From an optimization exercise on the open Yosys and OpenROAD flow, aimed at a short achievable clock period and few clock cycles; shortcuts taken in it are not production practice. At most, simulation tests tie the RTL to the original design; equivalence was not proved.

==> job 7750: inputs <==
Design proj1, start of the top module:
module proj1(Clk, Rst, MemQ_IO, MemRW_IO, MemAddr_IO, MemD_IO);
==> flow/config.mk <==
export PLATFORM = sky130hd
export DESIGN_NAME = proj1
export DESIGN_NICKNAME = proj1
export VERILOG_FILES = /design/flow/design.v
export SDC_FILE = /design/flow/constraint.sdc
export NUM_CORES = 4
export LEC_CHECK = 0
export ABC_CLOCK_PERIOD_IN_PS = 2500
export CAP_MARGIN = 20
export CORE_MARGIN = 2
export CORE_UTILIZATION = 30
export SETUP_SLACK_MARGIN = 4.6
export SLEW_MARGIN = 20
export TNS_END_PERCENT = 100
==> flow/constraint.sdc <==
create_clock -name core_clock -period 7.0 [get_ports {Clk}]
set_input_delay 1.4000 -clock core_clock [delete_from_list [all_inputs] [get_ports {Clk}]]
set_output_delay 1.4000 -clock core_clock [all_outputs]
set_load 0.01 [all_outputs]
run.sh (not shown) runs the stock make flow with config.mk's settings and CLKGATE_MAP_FILE= SYNTH_SCRIPT=/design/flow/synth_recipe.tcl, a recipe that flattens the netlist after the stock synthesis.
==> inputs of job 6285, as changes to job 7750 <==
--- a/flow/design.v
+++ b/flow/design.v
@@ -73,11 +73,10 @@
 reg        bo;         
 reg [7:0]  fa;         
 reg [15:0] iq0, iq1, iq2;
 reg [1:0]  qn;         
 reg [NE-1:0] hq0, hq1, hq2;
-reg        sa_eq;      
 reg e1_add, e1_or, e1_ld, e1_mul, e1_neg, e1_st, e1_jz, e1_hit;
 reg [NE-1:0] e1_sel;
 reg [7:0]  e1_a;
 reg x_add, x_or, x_ld, x_mul, x_neg;
 reg [15:0] od;         
@@ -164,11 +163,11 @@
 wire d_st  = iq0[2];
 wire d_jz  = iq0[1];
 wire d_mem = d_add | d_or | d_ld | d_mul;
 wire [NE-1:0] hitv = hq0;
 wire hit = |hitv;
-wire blocked = (e1_st & d_mem & ~(hit & ~sa_eq)) | ((e1_mul | x_mul) & ~d_jz);
+wire blocked = (e1_st & d_mem & ~(hit & (a != e1_a))) | ((e1_mul | x_mul) & ~d_jz);
 wire dec = (qn != 2'd0) & ~blocked & ~redir;
 wire d_o = dec & d_mem & ~hit;      
 wire jz_ok = ~(e1_add | e1_or | e1_ld | e1_mul | e1_neg);
 wire jz_now = dec & d_jz & jz_ok;
 wire [7:0]  fa1    = fa + 8'd1;
@@ -260,11 +259,10 @@
 		tc[k] <= |th_nx[NI*k +: NI];
 	if (dec) begin
 		hq0 <= ((qn == 2'd1) ? hin : hq1u) & ~pm;
 		hq1 <= ((qn == 2'd2) ? hin : hq2u) & ~pm;
 		hq2 <= hin & ~pm;
-		sa_eq <= (((qn == 2'd1) ? qw[15:8] : iq1[15:8]) == a);
 	end else begin
 		hq0 <= ((qn == 2'd0) ? hin : hq0u) & ~pm;
 		hq1 <= ((qn == 2'd1) ? hin : hq1u) & ~pm;
 		hq2 <= ((qn == 2'd2) ? hin : hq2u) & ~pm;
 	end
Settings changed: CORE_UTILIZATION 30 to 40.
==> notes <==
Job 7750 did not get past 5_1_grt. Job 6285 never finished: it broke off in 5_1_grt with GRT-0232.
Between job 7750 and job 6285, the lower area after synthesis is in job 6285 (gap 0.30%, measured against job 6285).
In synthesized cell count, job 6285 and job 7750 hardly differ.
==> figures <==
metric                                                        job 6285        job 7750
Run status                                              did not finish  did not finish
Failing step                                                   5_1_grt         5_1_grt
Detailed placement HPWL                                         426 mm          379 mm
Xor and xnor area share after synthesis                          33.6%           33.5%
Synth Area in Adders                                             1.72%           1.71%
Placer Congestion                                                 1.20            1.20
Number of unique standard cell types used by synthesis              86              93
Die extent in y                                                 513 µm          593 µm
Number of buffers created by CTS                                   167             172
Chip Width                                                      513 µm          593 µm
Number of enable flip-flop cells after synthesis                   608             609
Testbench counts of job 7750, summed over its fixed seeds: cycles 12,046.
Testbench counts of job 6285, summed over its fixed seeds: cycles 12,046.

========
==> inputs of build 55 <==
==> flow/design.v <==
module proj1(Clk, Rst, MemQ_IO, MemRW_IO, MemAddr_IO, MemD_IO);
input Clk;
input Rst;
input [15:0] MemQ_IO;
output MemRW_IO;
output [7:0] MemAddr_IO;
output [15:0] MemD_IO;
localparam NE = 8;       
localparam CACHE = 1;    
localparam NI = 16;      
integer k;
reg [7:0]  addr;       
reg        we;         
reg        bf;         
reg        bo;         
reg [7:0]  npc;        
reg [15:0] iq0, iq1, iq2;
reg [1:0]  qn;         
reg e1_add, e1_or, e1_ld, e1_mul, e1_neg, e1_st, e1_jz, e1_hit;
reg [NE-1:0] e1_sel;
reg [7:0]  e1_a;
reg x_add, x_or, x_ld, x_mul, x_neg;
reg [15:0] od;         
reg x_mul2;
reg [11:0] pp_lo, pp_hi;
reg [15:0] acc;
reg [8*NE-1:0]  c_tag;
reg [16*NE-1:0] c_dat;
reg [NE-1:0] c_val;
reg [NE-1:0] c_ptr;    
reg [8*NI-1:0]  i_tag;
reg [16*NI-1:0] i_dat;
reg [NI-1:0] i_val;
reg [NI-1:0] i_ptr;    
assign MemAddr_IO = addr;
assign MemRW_IO = we;
assign MemD_IO = acc;
wire [15:0] prod = {pp_lo[11:4] + pp_hi, pp_lo[3:0]};
wire [15:0] sum = acc + od;
wire idle = ~(x_add | x_or | x_ld | x_neg | x_mul2);
wire [15:0] acc_nx = ({16{x_add}} & sum) | ({16{x_or}} & (acc | od)) | ({16{x_ld}} & od) |
                     ({16{x_mul2}} & prod) | ({16{x_neg}} & ~acc) | ({16{idle}} & acc);
reg [11:0] mt [0:15];
reg [11:0] plo, phi;
always @(*) begin
	plo = 12'd0;
	phi = 12'd0;
	for (k = 1; k < 16; k = k + 1) begin
		mt[k] = acc[7:0] * k;
		plo = plo | ({12{od[3:0] == k}} & mt[k]);
		phi = phi | ({12{od[7:4] == k}} & mt[k]);
	end
end
wire [15:0] cz = {acc[14:0] | od[14:0], 1'b0};
wire add_z = ((acc ^ od) == cz);
wire z = (idle & ~x_mul & (acc == 16'd0)) | (x_neg & (acc == 16'hFFFF)) | (x_ld & (od == 16'd0)) |
         (x_or & ((acc | od) == 16'd0)) | (x_add & add_z) |
         (x_mul & ((acc[7:0] == 8'd0) | (od[7:0] == 8'd0))) |
         (x_mul2 & (pp_lo == 12'd0) & (pp_hi == 12'd0));
reg        redir;
reg [7:0]  jz_a;
reg [NE-1:0] s_hit;
reg [15:0] c_rd;
always @(*) begin
	c_rd = 16'd0;
	for (k = 0; k < NE; k = k + 1) begin
		s_hit[k] = c_val[k] & (c_tag[8*k +: 8] == addr);
		c_rd = c_rd | ({16{e1_sel[k]}} & c_dat[16*k +: 16]);
	end
end
wire c_alloc = bo | (we & ~(|s_hit));
wire c_busy = bo | we;     
wire [7:0] op = iq0[7:0];
wire [7:0] a  = iq0[15:8];
wire hi0    = (op[7:4] == 4'd0);
wire d_add  = hi0 & (op[3:0] == 4'd1);
wire d_or   = hi0 & (op[3:0] == 4'd2);
wire d_jz   = hi0 & (op[3:0] == 4'd4);
wire d_ld   = hi0 & (op[3:0] == 4'd5);
wire d_st   = hi0 & (op[3:0] == 4'd6);
wire d_mul  = hi0 & (op[3:0] == 4'd9);
wire d_neg  = hi0 & (op[3:0] == 4'd10);
wire d_mem  = d_add | d_or | d_ld | d_mul;
reg [NE-1:0] hitv;
always @(*)
	for (k = 0; k < NE; k = k + 1)
		hitv[k] = (CACHE != 0) & c_val[k] & (c_tag[8*k +: 8] == a) & ~(c_busy & c_ptr[k]);
wire hit = |hitv;
wire blocked = (e1_st & d_mem & ~(hit & (a != e1_a))) | (e1_mul & ~d_jz);
wire dec = (qn != 2'd0) & ~blocked & ~redir;
wire d_o = dec & d_mem & ~hit;      
reg [NI-1:0] ih_n, ih_r, ih_a;
reg [15:0] iw;
always @(*) begin
	iw = 16'd0;
	for (k = 0; k < NI; k = k + 1) begin
		ih_n[k] = i_val[k] & (i_tag[8*k +: 8] == npc);     
		ih_r[k] = i_val[k] & (i_tag[8*k +: 8] == jz_a);    
		ih_a[k] = i_val[k] & (i_tag[8*k +: 8] == addr);    
		iw = iw | ({16{ih_n[k]}} & i_dat[16*k +: 16]);
	end
end
wire i_fill = bf & ~(|ih_a);
wire i_jmp = (iw[7:0] == 8'd3);
wire        jmp_in = bf & (MemQ_IO[7:0] == 8'd3);    
wire [7:0]  ja     = MemQ_IO[15:8];
wire [7:0]  ja1    = ja + 8'd1;
wire [7:0]  npc1   = npc + 8'd1;
wire [7:0]  ra1    = jz_a + 8'd1;
wire        ie     = ~bf & (|ih_n) & ~redir & ((qn != 2'd3) | dec);
wire        enq    = (bf & ~redir & ~jmp_in) | (ie & ~i_jmp);
wire [15:0] qw     = bf ? MemQ_IO : iw;
wire        room0  = (qn[1] == 1'b0) | ((qn == 2'd2) & ~bf);    
wire        room1  = (qn != 2'd3) | ~bf;                         
wire        room   = dec ? room1 : room0;
wire        f_hit  = redir ? (|ih_r) : (~jmp_in & (|ih_n));
wire        may_fetch = (room | redir) & ~ie & ~f_hit;
wire        n_st  = e1_st & ~redir;         
wire        n_o   = ~n_st & d_o;
wire        n_f   = ~n_st & ~n_o & may_fetch;
always @(posedge Clk) begin
	if (Rst | redir) begin
		qn <= 2'd0;
	end else begin
		case ({dec, enq})
		2'b10: begin iq0 <= iq1; iq1 <= iq2; qn <= qn - 2'd1; end
		2'b01: begin
			if (qn == 2'd0) iq0 <= qw;
			if (qn == 2'd1) iq1 <= qw;
			if (qn == 2'd2) iq2 <= qw;
			qn <= qn + 2'd1;
		end
		2'b11: begin
			iq0 <= (qn == 2'd1) ? qw : iq1;
			iq1 <= (qn == 2'd2) ? qw : iq2;
			iq2 <= qw;
		end
		default: ;
		endcase
	end
	jz_a <= e1_a;
	if (Rst)
		redir <= 1'b0;
	else
		redir <= e1_jz & z & ~redir;
	e1_a <= a;
	e1_sel <= hitv;
	e1_hit <= hit;
	if (Rst) begin
		{e1_add, e1_or, e1_ld, e1_mul, e1_neg, e1_st, e1_jz} <= 7'd0;
	end else begin
		{e1_add, e1_or, e1_ld, e1_mul, e1_neg, e1_st, e1_jz} <=
			{7{dec}} & {d_add, d_or, d_ld, d_mul, d_neg, d_st, d_jz};
	end
	od <= e1_hit ? c_rd : MemQ_IO;
	pp_lo <= plo;
	pp_hi <= phi;
	if (Rst) begin
		{x_add, x_or, x_ld, x_mul, x_neg, x_mul2} <= 6'd0;
		acc <= 16'd0;
	end else begin
		{x_add, x_or, x_ld, x_mul, x_neg} <= {5{~redir}} & {e1_add, e1_or, e1_ld, e1_mul, e1_neg};
		x_mul2 <= x_mul;
		acc <= acc_nx;
	end
	if (Rst) begin
		addr <= 8'd0;
		npc <= 8'd1;
		we <= 1'b0;
		bo <= 1'b0;
		bf <= 1'b1;
	end else begin
		we <= n_st;
		bo <= n_o;
		bf <= n_f;
		if (n_st)
			addr <= e1_a;
		else if (n_o)
			addr <= a;
		else if (redir)
			addr <= jz_a;
		else if (jmp_in)
			addr <= ja;
		else
			addr <= npc;
		if (redir)
			npc <= n_f ? ra1 : jz_a;
		else if (jmp_in)
			npc <= n_f ? ja1 : ja;
		else if (ie)
			npc <= i_jmp ? iw[15:8] : npc1;
		else if (n_f)
			npc <= npc1;
	end
	for (k = 0; k < NE; k = k + 1) begin
		if (c_alloc & c_ptr[k]) begin
			c_tag[8*k +: 8] <= addr;
			c_dat[16*k +: 16] <= bo ? MemQ_IO : acc;
		end
		if (we & s_hit[k])
			c_dat[16*k +: 16] <= acc;
	end
	for (k = 0; k < NI; k = k + 1)
		if (i_fill & i_ptr[k]) begin
			i_tag[8*k +: 8] <= addr;
			i_dat[16*k +: 16] <= MemQ_IO;
		end
	if (Rst) begin
		i_val <= {NI{1'b0}};
		i_ptr <= {{(NI-1){1'b0}}, 1'b1};
	end else if (i_fill) begin
		i_val <= i_val | i_ptr;
		i_ptr <= {i_ptr[NI-2:0], i_ptr[NI-1]};
	end else if (we)
		i_val <= i_val & ~ih_a;
	if (Rst) begin
		c_val <= {NE{1'b0}};
		c_ptr <= {{(NE-1){1'b0}}, 1'b1};
	end else if (c_alloc) begin
		c_val <= c_val | c_ptr;
		c_ptr <= {c_ptr[NE-2:0], c_ptr[NE-1]};
	end
end
endmodule
==> flow/run.sh <==
#!/bin/bash
# synth_recipe.tcl (not shown) runs the flow's synth.tcl, then flattens the netlist and writes it again
# the make line also repeats each setting of config.mk as NAME=value (left out here)
make -C /OpenROAD-flow-scripts/flow DESIGN_CONFIG=/design/flow/config.mk WORK_HOME=/design/flow/orfs CLKGATE_MAP_FILE= SYNTH_SCRIPT=/design/flow/synth_recipe.tcl finish
==> flow/config.mk <==
export PLATFORM = sky130hd
export DESIGN_NAME = proj1
export DESIGN_NICKNAME = proj1
export VERILOG_FILES = /design/flow/design.v
export SDC_FILE = /design/flow/constraint.sdc
export NUM_CORES = 4
export LEC_CHECK = 0
export ABC_CLOCK_PERIOD_IN_PS = 2500
export CAP_MARGIN = 20
export CORE_MARGIN = 2
export CORE_UTILIZATION = 40
export SETUP_SLACK_MARGIN = 4.6
export SLEW_MARGIN = 20
export TNS_END_PERCENT = 100
==> flow/constraint.sdc <==
create_clock -name core_clock -period 7.0 [get_ports {Clk}]
set_input_delay 1.4000 -clock core_clock [delete_from_list [all_inputs] [get_ports {Clk}]]
set_output_delay 1.4000 -clock core_clock [all_outputs]
set_load 0.01 [all_outputs]
==> build 89 (differences from build 55) <==
--- a/flow/design.v
+++ b/flow/design.v
@@ -8,5 +8,4 @@
 localparam NE = 8;       
 localparam CACHE = 1;    
-localparam NI = 16;      
 integer k;
 reg [7:0]  addr;       
@@ -29,8 +28,4 @@
 reg [NE-1:0] c_val;
 reg [NE-1:0] c_ptr;    
-reg [8*NI-1:0]  i_tag;
-reg [16*NI-1:0] i_dat;
-reg [NI-1:0] i_val;
-reg [NI-1:0] i_ptr;    
 assign MemAddr_IO = addr;
 assign MemRW_IO = we;
@@ -58,6 +53,5 @@
          (x_mul & ((acc[7:0] == 8'd0) | (od[7:0] == 8'd0))) |
          (x_mul2 & (pp_lo == 12'd0) & (pp_hi == 12'd0));
-reg        redir;
-reg [7:0]  jz_a;
+wire redir = e1_jz & z;
 reg [NE-1:0] s_hit;
 reg [15:0] c_rd;
@@ -70,5 +64,4 @@
 end
 wire c_alloc = bo | (we & ~(|s_hit));
-wire c_busy = bo | we;     
 wire [7:0] op = iq0[7:0];
 wire [7:0] a  = iq0[15:8];
@@ -85,36 +78,18 @@
 always @(*)
 	for (k = 0; k < NE; k = k + 1)
-		hitv[k] = (CACHE != 0) & c_val[k] & (c_tag[8*k +: 8] == a) & ~(c_busy & c_ptr[k]);
+		hitv[k] = (CACHE != 0) & c_val[k] & (c_tag[8*k +: 8] == a) & ~(c_alloc & c_ptr[k]);
 wire hit = |hitv;
-wire blocked = (e1_st & d_mem & ~(hit & (a != e1_a))) | (e1_mul & ~d_jz);
+wire blocked = (e1_st & (d_mem | d_st)) | (e1_mul & ~d_jz);
 wire dec = (qn != 2'd0) & ~blocked & ~redir;
 wire d_o = dec & d_mem & ~hit;      
-reg [NI-1:0] ih_n, ih_r, ih_a;
-reg [15:0] iw;
-always @(*) begin
-	iw = 16'd0;
-	for (k = 0; k < NI; k = k + 1) begin
-		ih_n[k] = i_val[k] & (i_tag[8*k +: 8] == npc);     
-		ih_r[k] = i_val[k] & (i_tag[8*k +: 8] == jz_a);    
-		ih_a[k] = i_val[k] & (i_tag[8*k +: 8] == addr);    
-		iw = iw | ({16{ih_n[k]}} & i_dat[16*k +: 16]);
-	end
-end
-wire i_fill = bf & ~(|ih_a);
-wire i_jmp = (iw[7:0] == 8'd3);
 wire        jmp_in = bf & (MemQ_IO[7:0] == 8'd3);    
 wire [7:0]  ja     = MemQ_IO[15:8];
 wire [7:0]  ja1    = ja + 8'd1;
 wire [7:0]  npc1   = npc + 8'd1;
-wire [7:0]  ra1    = jz_a + 8'd1;
-wire        ie     = ~bf & (|ih_n) & ~redir & ((qn != 2'd3) | dec);
-wire        enq    = (bf & ~redir & ~jmp_in) | (ie & ~i_jmp);
-wire [15:0] qw     = bf ? MemQ_IO : iw;
-wire        room0  = (qn[1] == 1'b0) | ((qn == 2'd2) & ~bf);    
-wire        room1  = (qn != 2'd3) | ~bf;                         
-wire        room   = dec ? room1 : room0;
-wire        f_hit  = redir ? (|ih_r) : (~jmp_in & (|ih_n));
-wire        may_fetch = (room | redir) & ~ie & ~f_hit;
-wire        n_st  = e1_st & ~redir;         
+wire [7:0]  ra1    = e1_a + 8'd1;
+wire        enq    = bf & ~redir & ~jmp_in;
+wire [2:0]  qn_after = {1'b0, qn} - {2'b0, dec} + {2'b0, bf};
+wire        may_fetch = (qn_after <= 3'd2) | redir;
+wire        n_st  = e1_st;                  
 wire        n_o   = ~n_st & d_o;
 wire        n_f   = ~n_st & ~n_o & may_fetch;
@@ -126,22 +101,17 @@
 		2'b10: begin iq0 <= iq1; iq1 <= iq2; qn <= qn - 2'd1; end
 		2'b01: begin
-			if (qn == 2'd0) iq0 <= qw;
-			if (qn == 2'd1) iq1 <= qw;
-			if (qn == 2'd2) iq2 <= qw;
+			if (qn == 2'd0) iq0 <= MemQ_IO;
+			if (qn == 2'd1) iq1 <= MemQ_IO;
+			if (qn == 2'd2) iq2 <= MemQ_IO;
 			qn <= qn + 2'd1;
 		end
 		2'b11: begin
-			iq0 <= (qn == 2'd1) ? qw : iq1;
-			iq1 <= (qn == 2'd2) ? qw : iq2;
-			iq2 <= qw;
+			iq0 <= (qn == 2'd1) ? MemQ_IO : iq1;
+			iq1 <= (qn == 2'd2) ? MemQ_IO : iq2;
+			iq2 <= MemQ_IO;
 		end
 		default: ;
 		endcase
 	end
-	jz_a <= e1_a;
-	if (Rst)
-		redir <= 1'b0;
-	else
-		redir <= e1_jz & z & ~redir;
 	e1_a <= a;
 	e1_sel <= hitv;
@@ -160,5 +130,5 @@
 		acc <= 16'd0;
 	end else begin
-		{x_add, x_or, x_ld, x_mul, x_neg} <= {5{~redir}} & {e1_add, e1_or, e1_ld, e1_mul, e1_neg};
+		{x_add, x_or, x_ld, x_mul, x_neg} <= {e1_add, e1_or, e1_ld, e1_mul, e1_neg};
 		x_mul2 <= x_mul;
 		acc <= acc_nx;
@@ -179,5 +149,5 @@
 			addr <= a;
 		else if (redir)
-			addr <= jz_a;
+			addr <= e1_a;
 		else if (jmp_in)
 			addr <= ja;
@@ -185,9 +155,7 @@
 			addr <= npc;
 		if (redir)
-			npc <= n_f ? ra1 : jz_a;
+			npc <= n_f ? ra1 : e1_a;
 		else if (jmp_in)
 			npc <= n_f ? ja1 : ja;
-		else if (ie)
-			npc <= i_jmp ? iw[15:8] : npc1;
 		else if (n_f)
 			npc <= npc1;
@@ -201,17 +169,4 @@
 			c_dat[16*k +: 16] <= acc;
 	end
-	for (k = 0; k < NI; k = k + 1)
-		if (i_fill & i_ptr[k]) begin
-			i_tag[8*k +: 8] <= addr;
-			i_dat[16*k +: 16] <= MemQ_IO;
-		end
-	if (Rst) begin
-		i_val <= {NI{1'b0}};
-		i_ptr <= {{(NI-1){1'b0}}, 1'b1};
-	end else if (i_fill) begin
-		i_val <= i_val | i_ptr;
-		i_ptr <= {i_ptr[NI-2:0], i_ptr[NI-1]};
-	end else if (we)
-		i_val <= i_val & ~ih_a;
 	if (Rst) begin
 		c_val <= {NE{1'b0}};
==> trial 8 (differences from build 55) <==
--- a/flow/design.v
+++ b/flow/design.v
@@ -7,7 +7,58 @@
 output [15:0] MemD_IO;
 localparam NE = 8;       
-localparam CACHE = 1;    
 localparam NI = 16;      
 integer k;
+function [15:0] pdec;
+	input [15:0] w;
+	reg hi0;
+	begin
+		hi0 = (w[7:4] == 4'd0);
+		pdec = {w[15:8],
+		        hi0 & (w[3:0] == 4'd1), hi0 & (w[3:0] == 4'd2), hi0 & (w[3:0] == 4'd5),
+		        hi0 & (w[3:0] == 4'd9), hi0 & (w[3:0] == 4'd10), hi0 & (w[3:0] == 4'd6),
+		        hi0 & (w[3:0] == 4'd4), hi0 & (w[3:0] == 4'd3)};
+	end
+endfunction
+function [15:0] add16;
+	input [15:0] x, y;
+	reg [15:0] g, p, gn, pn;
+	integer i, d;
+	begin
+		g = x & y;
+		p = x ^ y;
+		for (d = 1; d < 16; d = d * 2) begin
+			gn = g;
+			pn = p;
+			for (i = d; i < 16; i = i + 1) begin
+				gn[i] = g[i] | (p[i] & g[i-d]);
+				pn[i] = p[i] & p[i-d];
+			end
+			g = gn;
+			p = pn;
+		end
+		add16 = x ^ y ^ {g[14:0], 1'b0};
+	end
+endfunction
+function [11:0] add12;
+	input [11:0] x, y;
+	input c;
+	reg [12:0] g, p, gn, pn;
+	integer i, d;
+	begin
+		g = {x & y, c};
+		p = {x ^ y, 1'b0};
+		for (d = 1; d < 13; d = d * 2) begin
+			gn = g;
+			pn = p;
+			for (i = d; i < 13; i = i + 1) begin
+				gn[i] = g[i] | (p[i] & g[i-d]);
+				pn[i] = p[i] & p[i-d];
+			end
+			g = gn;
+			p = pn;
+		end
+		add12 = x ^ y ^ g[11:0];
+	end
+endfunction
 reg [7:0]  addr;       
 reg        we;         
@@ -23,6 +74,10 @@
 reg [15:0] od;         
 reg x_mul2;
-reg [11:0] pp_lo, pp_hi;
+reg [179:0] mt;        
+reg [15:0] oh_lo, oh_hi;   
+reg        mz;         
 reg [15:0] acc;
+reg        redir;
+reg [7:0]  jz_a;
 reg [8*NE-1:0]  c_tag;
 reg [16*NE-1:0] c_dat;
@@ -36,10 +91,4 @@
 assign MemRW_IO = we;
 assign MemD_IO = acc;
-wire [15:0] prod = {pp_lo[11:4] + pp_hi, pp_lo[3:0]};
-wire [15:0] sum = acc + od;
-wire idle = ~(x_add | x_or | x_ld | x_neg | x_mul2);
-wire [15:0] acc_nx = ({16{x_add}} & sum) | ({16{x_or}} & (acc | od)) | ({16{x_ld}} & od) |
-                     ({16{x_mul2}} & prod) | ({16{x_neg}} & ~acc) | ({16{idle}} & acc);
-reg [11:0] mt [0:15];
 reg [11:0] plo, phi;
 always @(*) begin
@@ -47,17 +96,38 @@
 	phi = 12'd0;
 	for (k = 1; k < 16; k = k + 1) begin
-		mt[k] = acc[7:0] * k;
-		plo = plo | ({12{od[3:0] == k}} & mt[k]);
-		phi = phi | ({12{od[7:4] == k}} & mt[k]);
-	end
-end
+		plo = plo | ({12{oh_lo[k]}} & mt[12*(k-1) +: 12]);
+		phi = phi | ({12{oh_hi[k]}} & mt[12*(k-1) +: 12]);
+	end
+end
+wire [15:0] prod = {add12({4'd0, plo[11:4]}, phi, 1'b0), plo[3:0]};
+wire [15:0] sum = add16(acc, od);
+wire idle = ~(x_add | x_or | x_ld | x_neg | x_mul2);
+wire [15:0] acc_nx = ({16{x_add}} & sum) | ({16{x_or}} & (acc | od)) | ({16{x_ld}} & od) |
+                     ({16{x_mul2}} & prod) | ({16{x_neg}} & ~acc) | ({16{idle}} & acc);
+wire [11:0] a1 = {4'd0, acc[7:0]};
+wire [11:0] a2 = {a1[10:0], 1'b0};
+wire [11:0] a4 = {a1[9:0], 2'b0};
+wire [11:0] a8 = {a1[8:0], 3'b0};
+wire [11:0] m3 = add12(a2, a1, 1'b0);
+wire [11:0] m5 = add12(a4, a1, 1'b0);
+wire [11:0] m6 = add12(a4, a2, 1'b0);
+wire [11:0] m7 = add12(a8, ~a1, 1'b1);
+wire [11:0] m9 = add12(a8, a1, 1'b0);
+wire [11:0] m10 = add12(a8, a2, 1'b0);
+wire [11:0] m11s = a8 ^ a2 ^ a1;                                    
+wire [11:0] m11c = {((a8 & a2) | (a8 & a1) | (a2 & a1)), 1'b0};
+wire [11:0] m11 = add12(m11s, m11c[11:0], 1'b0);
+wire [11:0] m12 = add12(a8, a4, 1'b0);
+wire [11:0] m13s = a8 ^ a4 ^ a1;                                    
+wire [11:0] m13c = {((a8 & a4) | (a8 & a1) | (a4 & a1)), 1'b0};
+wire [11:0] m13 = add12(m13s, m13c[11:0], 1'b0);
+wire [11:0] m14 = add12({a8[10:0], 1'b0}, ~a2, 1'b1);
+wire [11:0] m15 = add12({a8[10:0], 1'b0}, ~a1, 1'b1);
+wire [179:0] mt_nx = {m15, m14, m13, m12, m11, m10, m9, a8, m7, m6, m5, a4, m3, a2, a1};
 wire [15:0] cz = {acc[14:0] | od[14:0], 1'b0};
 wire add_z = ((acc ^ od) == cz);
+wire mz_nx = (acc[7:0] == 8'd0) | (od[7:0] == 8'd0);
 wire z = (idle & ~x_mul & (acc == 16'd0)) | (x_neg & (acc == 16'hFFFF)) | (x_ld & (od == 16'd0)) |
-         (x_or & ((acc | od) == 16'd0)) | (x_add & add_z) |
-         (x_mul & ((acc[7:0] == 8'd0) | (od[7:0] == 8'd0))) |
-         (x_mul2 & (pp_lo == 12'd0) & (pp_hi == 12'd0));
-reg        redir;
-reg [7:0]  jz_a;
+         (x_or & ((acc | od) == 16'd0)) | (x_add & add_z) | (x_mul & mz_nx) | (x_mul2 & mz);
 reg [NE-1:0] s_hit;
 reg [15:0] c_rd;
@@ -71,19 +141,17 @@
 wire c_alloc = bo | (we & ~(|s_hit));
 wire c_busy = bo | we;     
-wire [7:0] op = iq0[7:0];
-wire [7:0] a  = iq0[15:8];
-wire hi0    = (op[7:4] == 4'd0);
-wire d_add  = hi0 & (op[3:0] == 4'd1);
-wire d_or   = hi0 & (op[3:0] == 4'd2);
-wire d_jz   = hi0 & (op[3:0] == 4'd4);
-wire d_ld   = hi0 & (op[3:0] == 4'd5);
-wire d_st   = hi0 & (op[3:0] == 4'd6);
-wire d_mul  = hi0 & (op[3:0] == 4'd9);
-wire d_neg  = hi0 & (op[3:0] == 4'd10);
-wire d_mem  = d_add | d_or | d_ld | d_mul;
+wire [7:0] a = iq0[15:8];
+wire d_add = iq0[7];
+wire d_or  = iq0[6];
+wire d_ld  = iq0[5];
+wire d_mul = iq0[4];
+wire d_neg = iq0[3];
+wire d_st  = iq0[2];
+wire d_jz  = iq0[1];
+wire d_mem = d_add | d_or | d_ld | d_mul;
 reg [NE-1:0] hitv;
 always @(*)
 	for (k = 0; k < NE; k = k + 1)
-		hitv[k] = (CACHE != 0) & c_val[k] & (c_tag[8*k +: 8] == a) & ~(c_busy & c_ptr[k]);
+		hitv[k] = c_val[k] & (c_tag[8*k +: 8] == a) & ~(c_busy & c_ptr[k]);
 wire hit = |hitv;
 wire blocked = (e1_st & d_mem & ~(hit & (a != e1_a))) | (e1_mul & ~d_jz);
@@ -102,7 +170,8 @@
 end
 wire i_fill = bf & ~(|ih_a);
-wire i_jmp = (iw[7:0] == 8'd3);
-wire        jmp_in = bf & (MemQ_IO[7:0] == 8'd3);    
-wire [7:0]  ja     = MemQ_IO[15:8];
+wire i_jmp = iw[0];
+wire [15:0] pq     = pdec(MemQ_IO);
+wire        jmp_in = bf & pq[0];           
+wire [7:0]  ja     = pq[15:8];
 wire [7:0]  ja1    = ja + 8'd1;
 wire [7:0]  npc1   = npc + 8'd1;
@@ -110,5 +179,5 @@
 wire        ie     = ~bf & (|ih_n) & ~redir & ((qn != 2'd3) | dec);
 wire        enq    = (bf & ~redir & ~jmp_in) | (ie & ~i_jmp);
-wire [15:0] qw     = bf ? MemQ_IO : iw;
+wire [15:0] qw     = bf ? pq : iw;
 wire        room0  = (qn[1] == 1'b0) | ((qn == 2'd2) & ~bf);    
 wire        room1  = (qn != 2'd3) | ~bf;                         
@@ -120,23 +189,21 @@
 wire        n_f   = ~n_st & ~n_o & may_fetch;
 always @(posedge Clk) begin
-	if (Rst | redir) begin
+	if (dec) begin
+		iq0 <= (qn == 2'd1) ? qw : iq1;
+		iq1 <= (qn == 2'd2) ? qw : iq2;
+		iq2 <= qw;
+	end else begin
+		if (qn == 2'd0) iq0 <= qw;
+		if (qn == 2'd1) iq1 <= qw;
+		if (qn == 2'd2) iq2 <= qw;
+	end
+	if (Rst | redir)
 		qn <= 2'd0;
-	end else begin
+	else
 		case ({dec, enq})
-		2'b10: begin iq0 <= iq1; iq1 <= iq2; qn <= qn - 2'd1; end
-		2'b01: begin
-			if (qn == 2'd0) iq0 <= qw;
-			if (qn == 2'd1) iq1 <= qw;
-			if (qn == 2'd2) iq2 <= qw;
-			qn <= qn + 2'd1;
-		end
-		2'b11: begin
-			iq0 <= (qn == 2'd1) ? qw : iq1;
-			iq1 <= (qn == 2'd2) ? qw : iq2;
-			iq2 <= qw;
-		end
+		2'b10: qn <= (qn == 2'd1) ? 2'd0 : (qn == 2'd2) ? 2'd1 : 2'd2;
+		2'b01: qn <= (qn == 2'd0) ? 2'd1 : (qn == 2'd1) ? 2'd2 : 2'd3;
 		default: ;
 		endcase
-	end
 	jz_a <= e1_a;
 	if (Rst)
@@ -154,6 +221,10 @@
 	end
 	od <= e1_hit ? c_rd : MemQ_IO;
-	pp_lo <= plo;
-	pp_hi <= phi;
+	mt <= mt_nx;
+	mz <= mz_nx;
+	for (k = 0; k < 16; k = k + 1) begin
+		oh_lo[k] <= (od[3:0] == k);
+		oh_hi[k] <= (od[7:4] == k);
+	end
 	if (Rst) begin
 		{x_add, x_or, x_ld, x_mul, x_neg, x_mul2} <= 6'd0;
@@ -201,8 +272,15 @@
 			c_dat[16*k +: 16] <= acc;
 	end
+	if (Rst) begin
+		c_val <= {NE{1'b0}};
+		c_ptr <= {{(NE-1){1'b0}}, 1'b1};
+	end else if (c_alloc) begin
+		c_val <= c_val | c_ptr;
+		c_ptr <= {c_ptr[NE-2:0], c_ptr[NE-1]};
+	end
 	for (k = 0; k < NI; k = k + 1)
 		if (i_fill & i_ptr[k]) begin
 			i_tag[8*k +: 8] <= addr;
-			i_dat[16*k +: 16] <= MemQ_IO;
+			i_dat[16*k +: 16] <= pq;
 		end
 	if (Rst) begin
@@ -214,11 +292,4 @@
 	end else if (we)
 		i_val <= i_val & ~ih_a;
-	if (Rst) begin
-		c_val <= {NE{1'b0}};
-		c_ptr <= {{(NE-1){1'b0}}, 1'b1};
-	end else if (c_alloc) begin
-		c_val <= c_val | c_ptr;
-		c_ptr <= {c_ptr[NE-2:0], c_ptr[NE-1]};
-	end
 end
 endmodule
==> summary.md <==
| Metric | Value |
|---|---|
| Outcome | `no timing/DRC/antenna violations` |
| Total number of vias | `35800` |
| Met3 wire length | `roughly 18000 µm` |
| Yosys warns | `1` |
| Final setup margin | `3.66 ns` |
| Hold Slack | `between 0.3 and 0.4 ns` |
| Post-Route M1 WL | `63600 µm` |
| Antenna violations before repair | `2` |
| Top-area cell type share of the netlist area | `between 40% and 50%` |
| Met2 WL | `about 80000 µm` |
| Compound-cell area share of the yosys netlist | `13.2%` |
(the above is from trial 8)
==> summary.md <==
| Metric | Value |
|---|---|
| Total number of vias | `between 20000 and 25000` |
| Antenna violations before repair | `1` |
| Compound-cell area share of the yosys netlist | `18.0%` |
| CTS buffer count | `43` |
| Top-area cell type share of the netlist area | `between 30% and 40%` |
| I/O pin total | `43` |
| Worst Max-Slew Pin Slew | `between 1 and 1.5 ns` |
| Util after Layout | `between 50 and 60%` |
| Post-Route M1 WL | `between 30000 and 40000 µm` |
| Outcome | `no timing/DRC/antenna violations` |
| Final setup margin | `between 2 and 3 ns` |
(the above is from build 89)
==> summary.md <==
| Metric | Value |
|---|---|
| Outcome | `no timing/DRC/antenna violations` |
| Compound-cell area share of the yosys netlist | `about an eighth` |
| RSZ-0062 raised after global routing | `yes` |
| Met3 wire length | `approximately 23000 µm` |
| Post-Route M1 WL | `between 60000 and 70000 µm` |
| Met2 WL | `just over 80000 µm` |
| Final setup margin | `slightly above 3 ns` |
| Antenna violations before repair | `9` |
| Total number of vias | `approximately 37000` |
| Top-area cell type share of the netlist area | `44.0%` |
| Yosys warns | `2` |
(the above is from build 55)
Testbench counts of trial 8, summed over its fixed seeds: cycles 12,374.
Only the layout flow was run in build 55 and build 89; the RTL was not checked for function there.

-- re-timing with driven ports --
In the flow no input, the clock included, has a driving cell. The finished layouts below were timed again as built, in two steps. Step 1 assumes that a clkbuf_16 drives the clock port and a buf_2 every other input. Step 2 adds t to the input delays and takes it off the output delays; t is the mean of the earliest and latest rising clock arrival at the registers after step 1. Input paths then give back, and output paths get back, about the clock's delay inside the block. Slacks: ideal / step 1 / step 2; pairs: ideal / step 1.
| run | t (ns) | setup slack, ns | hold WS [ns] | worst slew at a driven data input, ns | cell pins on the clock port's net |
|---|---|---|---|---|---|
| build 55 | 0.742 | 3.069 / 3.069 / 2.794 | 0.349 / 0.349 / 0.349 | 0.15 | 1 |
| build 89 | 0.644 | 2.747 / 2.747 / 2.747 | 0.437 / 0.437 / 0.437 | 0.08 | 1 |
| trial 8 | 0.758 | 3.664 / 3.664 / 3.151 | 0.372 / 0.372 / 0.372 | 0.05 | 1 |
After both steps every run listed still meets setup and hold. The setup slack of trial 8, which loses most, moves by 0.000 ns with the drivers and by -0.513 ns with both steps.
